This design comes from an exercise in tuning for a short achievable clock period and few clock cycles on the open sky130 flow, not from production work. Function was checked by simulation only, so behaviour that the tests miss may differ from the original.

==> inputs of trial 89 <==
==> flow/design.v <==
module minirv_pipe(
input         clk,
input         rst_n,
output [31:0] imem_addr,
input  [31:0] imem_rdata,
output [31:0] dmem_addr,
output        dmem_we,
output [31:0] dmem_wdata,
input  [31:0] dmem_rdata,
output        debug_wb_have_inst,
output [31:0] debug_wb_pc,
output        debug_wb_ena,
output [4:0]  debug_wb_reg,
output [31:0] debug_wb_value
);
reg  [31:0] pc;
reg         id_valid;
reg  [31:0] id_inst;
reg  [31:0] id_pc;
reg  [31:0] id_relimm;     
reg         id_is_jal, id_is_br, id_off4, id_off8;
reg         ex_valid;
reg  [31:0] ex_pc;
reg  [31:0] ex_rs1v, ex_rs2v;
reg  [31:0] ex_imm;
reg  [31:0] ex_pres;       
reg  [31:0] ex_btarget;    
reg  [4:0]  ex_rd;
reg         ex_wen, ex_fwen;
reg         ex_is_load, ex_is_store, ex_is_sbsh, ex_is_br, ex_is_jalr, ex_pred;
reg  [2:0]  ex_f3;
reg         ex_bsel_imm;
reg         ex_sel_add, ex_sub, ex_sel_sll, ex_sel_slt, ex_sel_sltu, ex_sel_xor,
            ex_sel_sr, ex_sra, ex_sel_or, ex_sel_and, ex_sel_pres;
reg         ex_f1_mem, ex_f1_wb, ex_f2_mem, ex_f2_wb;
reg         ex_skip8;      
reg  [31:0] ex_jexp;       
reg         mem_valid;
reg  [31:0] mem_pc;
reg  [31:0] mem_result;    
reg  [31:0] mem_sdata;
reg  [4:0]  mem_rd;
reg         mem_wen, mem_fwen;
reg         mem_is_load, mem_is_sw, mem_is_sbsh;
reg  [2:0]  mem_f3;
reg         wb_valid;
reg  [31:0] wb_pc;
reg  [31:0] wb_result;     
reg  [31:0] wb_addr;
reg  [4:0]  wb_rd;
reg         wb_wen, wb_fwen, wb_is_sbsh;
reg  [32*32-1:32] rf;
wire [32*32-1:0] rf_all = {rf, 32'b0};
genvar gi;
generate
    for (gi = 1; gi < 32; gi = gi + 1) begin : g_rf
        always @(posedge clk or negedge rst_n) begin
            if (~rst_n)
                rf[gi*32 +: 32] <= 32'b0;
            else if (wb_valid && wb_fwen && wb_rd == gi)
                rf[gi*32 +: 32] <= wb_result;
        end
    end
endgenerate
wire [6:0] id_op   = id_inst[6:0];
wire [4:0] id_rd   = id_inst[11:7];
wire [2:0] id_f3   = id_inst[14:12];
wire [4:0] id_rs1  = id_inst[19:15];
wire [4:0] id_rs2  = id_inst[24:20];
wire id_lui   = id_op == 7'b0110111;
wire id_auipc = id_op == 7'b0010111;
wire id_jal   = id_op == 7'b1101111;
wire id_jalr  = id_op == 7'b1100111;
wire id_br    = id_op == 7'b1100011;
wire id_load  = id_op == 7'b0000011;
wire id_store = id_op == 7'b0100011;
wire id_opimm = id_op == 7'b0010011;
wire id_opr   = id_op == 7'b0110011;
wire id_wen   = id_lui | id_auipc | id_jal | id_jalr | id_load | id_opimm | id_opr;
wire id_fwen  = id_wen & (|id_rd);
wire id_use1  = id_jalr | id_br | id_load | id_store | id_opimm | id_opr;
wire id_use2  = id_br | id_store | id_opr;
wire [31:0] imm_i = {{20{id_inst[31]}}, id_inst[31:20]};
wire [31:0] imm_s = {{20{id_inst[31]}}, id_inst[31:25], id_inst[11:7]};
wire [31:0] imm_b = {{19{id_inst[31]}}, id_inst[31], id_inst[7], id_inst[30:25], id_inst[11:8], 1'b0};
wire [31:0] imm_u = {id_inst[31:12], 12'b0};
wire [31:0] imm_j = {{11{id_inst[31]}}, id_inst[31], id_inst[19:12], id_inst[20], id_inst[30:21], 1'b0};
wire [31:0] id_imm   = id_store ? imm_s : (id_lui | id_auipc) ? imm_u : imm_i;
wire [31:0] id_pcimm = id_pc + id_relimm;
wire [31:0] id_pc4   = id_pc + 32'd4;
wire [31:0] id_pres  = id_lui ? imm_u : id_auipc ? id_pcimm : id_pc4;
wire        id_pred  = id_is_br & id_inst[31];
wire [31:0] id_jexp  = id_pc + 32'd8 - imm_i;
wire [31:0] rf_r1 = rf_all[id_rs1*32 +: 32];
wire [31:0] rf_r2 = rf_all[id_rs2*32 +: 32];
wire        byp1  = wb_valid & wb_fwen & (wb_rd == id_rs1);
wire        byp2  = wb_valid & wb_fwen & (wb_rd == id_rs2);
wire [31:0] id_r1 = byp1 ? wb_result : rf_r1;
wire [31:0] id_r2 = byp2 ? wb_result : rf_r2;
wire f1_mem = ex_valid & ex_fwen & (ex_rd == id_rs1);
wire f2_mem = ex_valid & ex_fwen & (ex_rd == id_rs2);
wire f1_wb  = mem_valid & mem_fwen & (mem_rd == id_rs1) & ~f1_mem;
wire f2_wb  = mem_valid & mem_fwen & (mem_rd == id_rs2) & ~f2_mem;
wire load_use = id_valid & ex_valid & ex_is_load & (|ex_rd) &
                ((id_use1 & (ex_rd == id_rs1)) | (id_use2 & (ex_rd == id_rs2)));
wire stall_ex = mem_valid & mem_is_sbsh & ex_valid & (ex_is_load | ex_is_store);
wire stall_id = stall_ex | load_use;
wire id_redirect = id_valid & ((id_is_jal & ~id_off4) | id_pred);
wire [31:0] a  = ex_f1_mem ? mem_result : ex_f1_wb ? wb_result : ex_rs1v;
wire [31:0] r2 = ex_f2_mem ? mem_result : ex_f2_wb ? wb_result : ex_rs2v;
wire [31:0] b  = ex_bsel_imm ? ex_imm : r2;
wire [31:0] sum   = a + (ex_sub ? ~b : b) + {31'b0, ex_sub};
wire        slt   = (a[31] ^ b[31]) ? a[31] : (a[30:0] < b[30:0]);
wire        sltu  = a < b;
wire [31:0] sll_r = a << b[4:0];
wire [63:0] sr_x  = {{32{ex_sra & a[31]}}, a} >> b[4:0];
wire [31:0] sr_r  = sr_x[31:0];
wire [31:0] ex_res =
      ({32{ex_sel_add }} & sum)
    | ({32{ex_sel_sll }} & sll_r)
    | ({32{ex_sel_slt }} & {31'b0, slt})
    | ({32{ex_sel_sltu}} & {31'b0, sltu})
    | ({32{ex_sel_xor }} & (a ^ b))
    | ({32{ex_sel_sr  }} & sr_r)
    | ({32{ex_sel_or  }} & (a | b))
    | ({32{ex_sel_and }} & (a & b))
    | ({32{ex_sel_pres}} & ex_pres);
wire br_eq  = a == r2;
wire br_lt  = (a[31] ^ r2[31]) ? a[31] : (a[30:0] < r2[30:0]);
wire br_ltu = a < r2;
reg  br_taken;
always @(*) begin
    case (ex_f3)
        3'b000:  br_taken = br_eq;
        3'b001:  br_taken = ~br_eq;
        3'b100:  br_taken = br_lt;
        3'b101:  br_taken = ~br_lt;
        3'b110:  br_taken = br_ltu;
        default: br_taken = ~br_ltu;
    endcase
end
wire [31:0] jalr_sum    = a + ex_imm;
wire        jalr_skip   = a == ex_jexp;
wire        ex_skip     = ex_valid & ((ex_is_jalr & jalr_skip) | (ex_is_br & ex_skip8 & br_taken));
wire        ex_redirect = ex_valid & ((ex_is_jalr & ~jalr_skip) | (ex_is_br & ~ex_skip8 & (br_taken ^ ex_pred)));
wire [31:0] ex_target   = ex_is_jalr ? {jalr_sum[31:1], 1'b0} : (ex_pred ? ex_pres : ex_btarget);
wire [1:0]  ma = mem_result[1:0];
wire [31:0] rdata = dmem_rdata;
wire [7:0]  ld_b = ma[1] ? (ma[0] ? rdata[31:24] : rdata[23:16]) : (ma[0] ? rdata[15:8] : rdata[7:0]);
wire [15:0] ld_h = ma[1] ? rdata[31:16] : rdata[15:0];
reg  [31:0] ld_val;
always @(*) begin
    case (mem_f3)
        3'b000:  ld_val = {{24{ld_b[7]}}, ld_b};
        3'b100:  ld_val = {24'b0, ld_b};
        3'b001:  ld_val = {{16{ld_h[15]}}, ld_h};
        3'b101:  ld_val = {16'b0, ld_h};
        default: ld_val = rdata;
    endcase
end
wire [31:0] st_merged;
assign st_merged[7:0]   = (mem_f3[0] ? ~ma[1] : ma == 2'd0) ? mem_sdata[7:0]  : rdata[7:0];
assign st_merged[15:8]  = (mem_f3[0] ? ~ma[1] : ma == 2'd1) ? (mem_f3[0] ? mem_sdata[15:8] : mem_sdata[7:0]) : rdata[15:8];
assign st_merged[23:16] = (mem_f3[0] ?  ma[1] : ma == 2'd2) ? mem_sdata[7:0]  : rdata[23:16];
assign st_merged[31:24] = (mem_f3[0] ?  ma[1] : ma == 2'd3) ? (mem_f3[0] ? mem_sdata[15:8] : mem_sdata[7:0]) : rdata[31:24];
wire wb_pend = wb_valid & wb_is_sbsh;
assign dmem_addr  = wb_pend ? wb_addr : mem_result;
assign dmem_we    = wb_pend | (mem_valid & mem_is_sw);
assign dmem_wdata = wb_pend ? wb_result : mem_sdata;
assign imem_addr = pc;
assign debug_wb_have_inst = wb_valid;
assign debug_wb_pc        = wb_pc;
assign debug_wb_ena       = wb_wen;
assign debug_wb_reg       = wb_rd;
assign debug_wb_value     = wb_result;
wire [31:0] fi = imem_rdata;
wire        if_jal = fi[6:0] == 7'b1101111;
wire        if_br  = fi[6:0] == 7'b1100011;
wire [31:0] if_relimm = if_jal ? {{11{fi[31]}}, fi[31], fi[19:12], fi[20], fi[30:21], 1'b0} :
                        if_br  ? {{19{fi[31]}}, fi[31], fi[7], fi[30:25], fi[11:8], 1'b0} :
                                 {fi[31:12], 12'b0};
always @(posedge clk or negedge rst_n) begin
    if (~rst_n) begin
        pc        <= 32'b0;
        id_valid  <= 1'b0;
        ex_valid  <= 1'b0;
        mem_valid <= 1'b0;
        wb_valid  <= 1'b0;
    end else begin
        if (ex_redirect)      pc <= ex_target;
        else if (stall_id)    pc <= pc;
        else if (id_redirect) pc <= id_pcimm;
        else                  pc <= pc + 32'd4;
        if (ex_redirect)      id_valid <= 1'b0;
        else if (stall_id)    id_valid <= id_valid;
        else                  id_valid <= ~id_redirect;
        if (stall_ex)         ex_valid <= ex_valid;
        else                  ex_valid <= id_valid & ~ex_redirect & ~ex_skip & ~load_use;
        mem_valid <= ex_valid & ~stall_ex;
        wb_valid  <= mem_valid;
    end
end
always @(posedge clk) begin
    if (~stall_id) begin
        id_inst   <= imem_rdata;
        id_pc     <= pc;
        id_relimm <= if_relimm;
        id_is_jal <= if_jal;
        id_is_br  <= if_br;
        id_off4   <= if_relimm == 32'd4;
        id_off8   <= if_relimm == 32'd8;
    end
end
always @(posedge clk) begin
    if (stall_ex) begin
        ex_rs1v   <= a;
        ex_rs2v   <= r2;
        ex_f1_mem <= 1'b0;
        ex_f1_wb  <= 1'b0;
        ex_f2_mem <= 1'b0;
        ex_f2_wb  <= 1'b0;
    end else begin
        ex_pc       <= id_pc;
        ex_rs1v     <= id_r1;
        ex_rs2v     <= id_r2;
        ex_imm      <= id_imm;
        ex_pres     <= id_pres;
        ex_btarget  <= id_pcimm;
        ex_rd       <= id_rd;
        ex_wen      <= id_wen;
        ex_fwen     <= id_fwen;
        ex_is_load  <= id_load;
        ex_is_store <= id_store;
        ex_is_sbsh  <= id_store & ~id_f3[1];
        ex_is_br    <= id_is_br & ~id_off4;
        ex_skip8    <= id_off8;
        ex_jexp     <= id_jexp;
        ex_is_jalr  <= id_jalr;
        ex_pred     <= id_pred;
        ex_f3       <= id_f3;
        ex_bsel_imm <= ~(id_opr | id_br);
        ex_sel_add  <= id_load | id_store | ((id_opr | id_opimm) & id_f3 == 3'b000);
        ex_sub      <= id_opr & id_inst[30];
        ex_sel_sll  <= (id_opr | id_opimm) & id_f3 == 3'b001;
        ex_sel_slt  <= (id_opr | id_opimm) & id_f3 == 3'b010;
        ex_sel_sltu <= (id_opr | id_opimm) & id_f3 == 3'b011;
        ex_sel_xor  <= (id_opr | id_opimm) & id_f3 == 3'b100;
        ex_sel_sr   <= (id_opr | id_opimm) & id_f3 == 3'b101;
        ex_sra      <= id_inst[30];
        ex_sel_or   <= (id_opr | id_opimm) & id_f3 == 3'b110;
        ex_sel_and  <= (id_opr | id_opimm) & id_f3 == 3'b111;
        ex_sel_pres <= id_lui | id_auipc | id_jal | id_jalr;
        ex_f1_mem   <= f1_mem;
        ex_f1_wb    <= f1_wb;
        ex_f2_mem   <= f2_mem;
        ex_f2_wb    <= f2_wb;
    end
end
always @(posedge clk) begin
    mem_pc      <= ex_pc;
    mem_result  <= ex_res;
    mem_sdata   <= r2;
    mem_rd      <= ex_rd;
    mem_wen     <= ex_wen;
    mem_fwen    <= ex_fwen;
    mem_is_load <= ex_is_load;
    mem_is_sw   <= ex_is_store & ~ex_is_sbsh;
    mem_is_sbsh <= ex_is_sbsh;
    mem_f3      <= ex_f3;
end
always @(posedge clk) begin
    wb_pc      <= mem_pc;
    wb_result  <= mem_is_load ? ld_val : mem_is_sbsh ? st_merged : mem_result;
    wb_addr    <= mem_result;
    wb_rd      <= mem_rd;
    wb_wen     <= mem_wen;
    wb_fwen    <= mem_fwen;
    wb_is_sbsh <= mem_is_sbsh;
end
endmodule
==> flow/flow/run.sh <==
#!/bin/bash
# Standard synthesis and layout; only the setup margin that repair_timing aims for is raised.
set -euo pipefail
bash standard.sh synth > synth.log 2>&1
bash standard.sh SETUP_SLACK_MARGIN=8.5 finish > layout.log 2>&1
==> flow/standard.sh <==
#!/bin/bash
# synth_recipe.tcl (not shown) runs the flow's synth.tcl, then flattens the netlist and writes it again
# the make line also repeats each setting of config.mk as NAME=value (left out here)
make -C /OpenROAD-flow-scripts/flow DESIGN_CONFIG=/design/flow/config.mk WORK_HOME=/design/flow/orfs CLKGATE_MAP_FILE= SYNTH_SCRIPT=/design/flow/synth_recipe.tcl "${@:-finish}"
==> flow/config.mk <==
export PLATFORM = sky130hd
export DESIGN_NAME = minirv_pipe
export DESIGN_NICKNAME = minirv_pipe
export VERILOG_FILES = /design/flow/design.v
export SDC_FILE = /design/flow/constraint.sdc
export NUM_CORES = 4
export LEC_CHECK = 0
export CAP_MARGIN = 20
export CORE_MARGIN = 2
export CORE_UTILIZATION = 40
export SLEW_MARGIN = 20
==> flow/constraint.sdc <==
create_clock -name core_clock -period 11.0 [get_ports {clk}]
set_input_delay 2.2000 -clock core_clock [delete_from_list [all_inputs] [get_ports {clk}]]
set_output_delay 2.2000 -clock core_clock [all_outputs]
set_load 0.01 [all_outputs]
==> inputs of trial 6, as changes to trial 89 <==
==> flow/flow/run.sh (replaced) <==
#!/bin/bash
# Standard synthesis and layout; only the setup margin that repair_timing aims for is raised.
set -euo pipefail
bash standard.sh synth > synth.log 2>&1
bash standard.sh SETUP_SLACK_MARGIN=7 finish > layout.log 2>&1
==> inputs of trial 80, as changes to trial 89 <==
--- a/flow/design.v
+++ b/flow/design.v
@@ -18,6 +18,4 @@
 reg  [31:0] id_inst;
 reg  [31:0] id_pc;
-reg  [31:0] id_relimm;     
-reg         id_is_jal, id_is_br, id_off4, id_off8;
 reg         ex_valid;
 reg  [31:0] ex_pc;
@@ -34,6 +32,4 @@
             ex_sel_sr, ex_sra, ex_sel_or, ex_sel_and, ex_sel_pres;
 reg         ex_f1_mem, ex_f1_wb, ex_f2_mem, ex_f2_wb;
-reg         ex_skip8;      
-reg  [31:0] ex_jexp;       
 reg         mem_valid;
 reg  [31:0] mem_pc;
@@ -87,9 +83,9 @@
 wire [31:0] imm_j = {{11{id_inst[31]}}, id_inst[31], id_inst[19:12], id_inst[20], id_inst[30:21], 1'b0};
 wire [31:0] id_imm   = id_store ? imm_s : (id_lui | id_auipc) ? imm_u : imm_i;
-wire [31:0] id_pcimm = id_pc + id_relimm;
+wire [31:0] id_pcimm_off = id_jal ? imm_j : id_br ? imm_b : imm_u;
+wire [31:0] id_pcimm = id_pc + id_pcimm_off;
 wire [31:0] id_pc4   = id_pc + 32'd4;
 wire [31:0] id_pres  = id_lui ? imm_u : id_auipc ? id_pcimm : id_pc4;
-wire        id_pred  = id_is_br & id_inst[31];
-wire [31:0] id_jexp  = id_pc + 32'd8 - imm_i;
+wire        id_pred  = id_br & id_inst[31];
 wire [31:0] rf_r1 = rf_all[id_rs1*32 +: 32];
 wire [31:0] rf_r2 = rf_all[id_rs2*32 +: 32];
@@ -106,5 +102,5 @@
 wire stall_ex = mem_valid & mem_is_sbsh & ex_valid & (ex_is_load | ex_is_store);
 wire stall_id = stall_ex | load_use;
-wire id_redirect = id_valid & ((id_is_jal & ~id_off4) | id_pred);
+wire id_redirect = id_valid & (id_jal | id_pred);
 wire [31:0] a  = ex_f1_mem ? mem_result : ex_f1_wb ? wb_result : ex_rs1v;
 wire [31:0] r2 = ex_f2_mem ? mem_result : ex_f2_wb ? wb_result : ex_rs2v;
@@ -141,7 +137,5 @@
 end
 wire [31:0] jalr_sum    = a + ex_imm;
-wire        jalr_skip   = a == ex_jexp;
-wire        ex_skip     = ex_valid & ((ex_is_jalr & jalr_skip) | (ex_is_br & ex_skip8 & br_taken));
-wire        ex_redirect = ex_valid & ((ex_is_jalr & ~jalr_skip) | (ex_is_br & ~ex_skip8 & (br_taken ^ ex_pred)));
+wire        ex_redirect = ex_valid & (ex_is_jalr | (ex_is_br & (br_taken ^ ex_pred)));
 wire [31:0] ex_target   = ex_is_jalr ? {jalr_sum[31:1], 1'b0} : (ex_pred ? ex_pres : ex_btarget);
 wire [1:0]  ma = mem_result[1:0];
@@ -174,10 +168,4 @@
 assign debug_wb_reg       = wb_rd;
 assign debug_wb_value     = wb_result;
-wire [31:0] fi = imem_rdata;
-wire        if_jal = fi[6:0] == 7'b1101111;
-wire        if_br  = fi[6:0] == 7'b1100011;
-wire [31:0] if_relimm = if_jal ? {{11{fi[31]}}, fi[31], fi[19:12], fi[20], fi[30:21], 1'b0} :
-                        if_br  ? {{19{fi[31]}}, fi[31], fi[7], fi[30:25], fi[11:8], 1'b0} :
-                                 {fi[31:12], 12'b0};
 always @(posedge clk or negedge rst_n) begin
     if (~rst_n) begin
@@ -196,5 +184,5 @@
         else                  id_valid <= ~id_redirect;
         if (stall_ex)         ex_valid <= ex_valid;
-        else                  ex_valid <= id_valid & ~ex_redirect & ~ex_skip & ~load_use;
+        else                  ex_valid <= id_valid & ~ex_redirect & ~load_use;
         mem_valid <= ex_valid & ~stall_ex;
         wb_valid  <= mem_valid;
@@ -203,11 +191,6 @@
 always @(posedge clk) begin
     if (~stall_id) begin
-        id_inst   <= imem_rdata;
-        id_pc     <= pc;
-        id_relimm <= if_relimm;
-        id_is_jal <= if_jal;
-        id_is_br  <= if_br;
-        id_off4   <= if_relimm == 32'd4;
-        id_off8   <= if_relimm == 32'd8;
+        id_inst <= imem_rdata;
+        id_pc   <= pc;
     end
 end
@@ -233,7 +216,5 @@
         ex_is_store <= id_store;
         ex_is_sbsh  <= id_store & ~id_f3[1];
-        ex_is_br    <= id_is_br & ~id_off4;
-        ex_skip8    <= id_off8;
-        ex_jexp     <= id_jexp;
+        ex_is_br    <= id_br;
         ex_is_jalr  <= id_jalr;
         ex_pred     <= id_pred;
==> flow/flow/run.sh (replaced) <==
#!/bin/bash
# Standard synthesis and layout; only the setup margin that repair_timing aims for is raised.
set -euo pipefail
bash standard.sh synth > synth.log 2>&1
bash standard.sh SETUP_SLACK_MARGIN=7 finish > layout.log 2>&1
==> results.cfg <==
[outcome]
status = timing/DRC/antenna clean

[global_routing]
grt_max_degree = 169

[yosys]
area_fraction_in_and_or_nand_and_nor_cells_after_synthesis = 0.05737
synth_seq_area_share = 0.4324
# the run above: trial 80

==> results.cfg <==
[global_routing]
grt_max_degree = 192

[setup_path]
family_with_the_most_delay_on_the_worst_path = buffers and inverters
cp.depth = 7

[yosys]
synth_seq_area_share = 0.4373
area_fraction_in_and_or_nand_and_nor_cells_after_synthesis = 0.05988

[outcome]
status = timing/DRC/antenna clean
# the run above: trial 6

==> results.cfg <==
[global_routing]
grt_max_degree = 91
use_met2 = 0.4951

[pwr]
p_comb_mw = 4.68

[outcome]
status = timing/DRC/antenna clean

[yosys]
area_fraction_in_and_or_nand_and_nor_cells_after_synthesis = 0.05988
synth_seq_area_share = 0.4373

[cts]
cts_sinks = 1595
clk_root_buffer_cell = clkbuf_16
holdBufCountCts = 0
# the run above: trial 89

Testbench counts of trial 89, summed over its fixed seeds: cycles 207,790.
Testbench counts of trial 6, summed over its fixed seeds: cycles 207,790.
Testbench counts of trial 80, summed over its fixed seeds: cycles 216,643.

## static timing again, ports no longer ideal
Ports are ideal in the flow. The routed layouts listed here were re-timed in OpenROAD.
Step 1 (the two cells are an assumption about what drives the block):
set clk [get_ports {clk}]
set_driving_cell -lib_cell sky130_fd_sc_hd__clkbuf_16 $clk
set_driving_cell -lib_cell sky130_fd_sc_hd__buf_2 [delete_from_list [all_inputs] $clk]
Step 2 times the ports against the registers' clock, not the clock port: input delays grow and output delays shrink by t, the midpoint of the rising clock arrivals with the driver on.
Slacks: ideal ports / drivers / drivers and shift; pairs: ideal ports / drivers.
| run | t, ns | slack for setup (ns) | worst setup path after step 2 | pins driven straight from the clock port |
|---|---|---|---|---|
| trial 89 | 0.950 | 6.402 / 6.308 / 6.751 | register to register | 1 |
| trial 6 | 0.935 | 6.315 / 6.220 / 6.389 | input to register | 1 |
| trial 80 | 0.938 | 6.395 / 6.306 / 6.317 | input to register | 1 |
After both steps every run listed still meets setup and hold. For trial 80, which loses most, drivers alone change the setup slack by -0.089 ns; drivers and shift together by -0.078 ns.
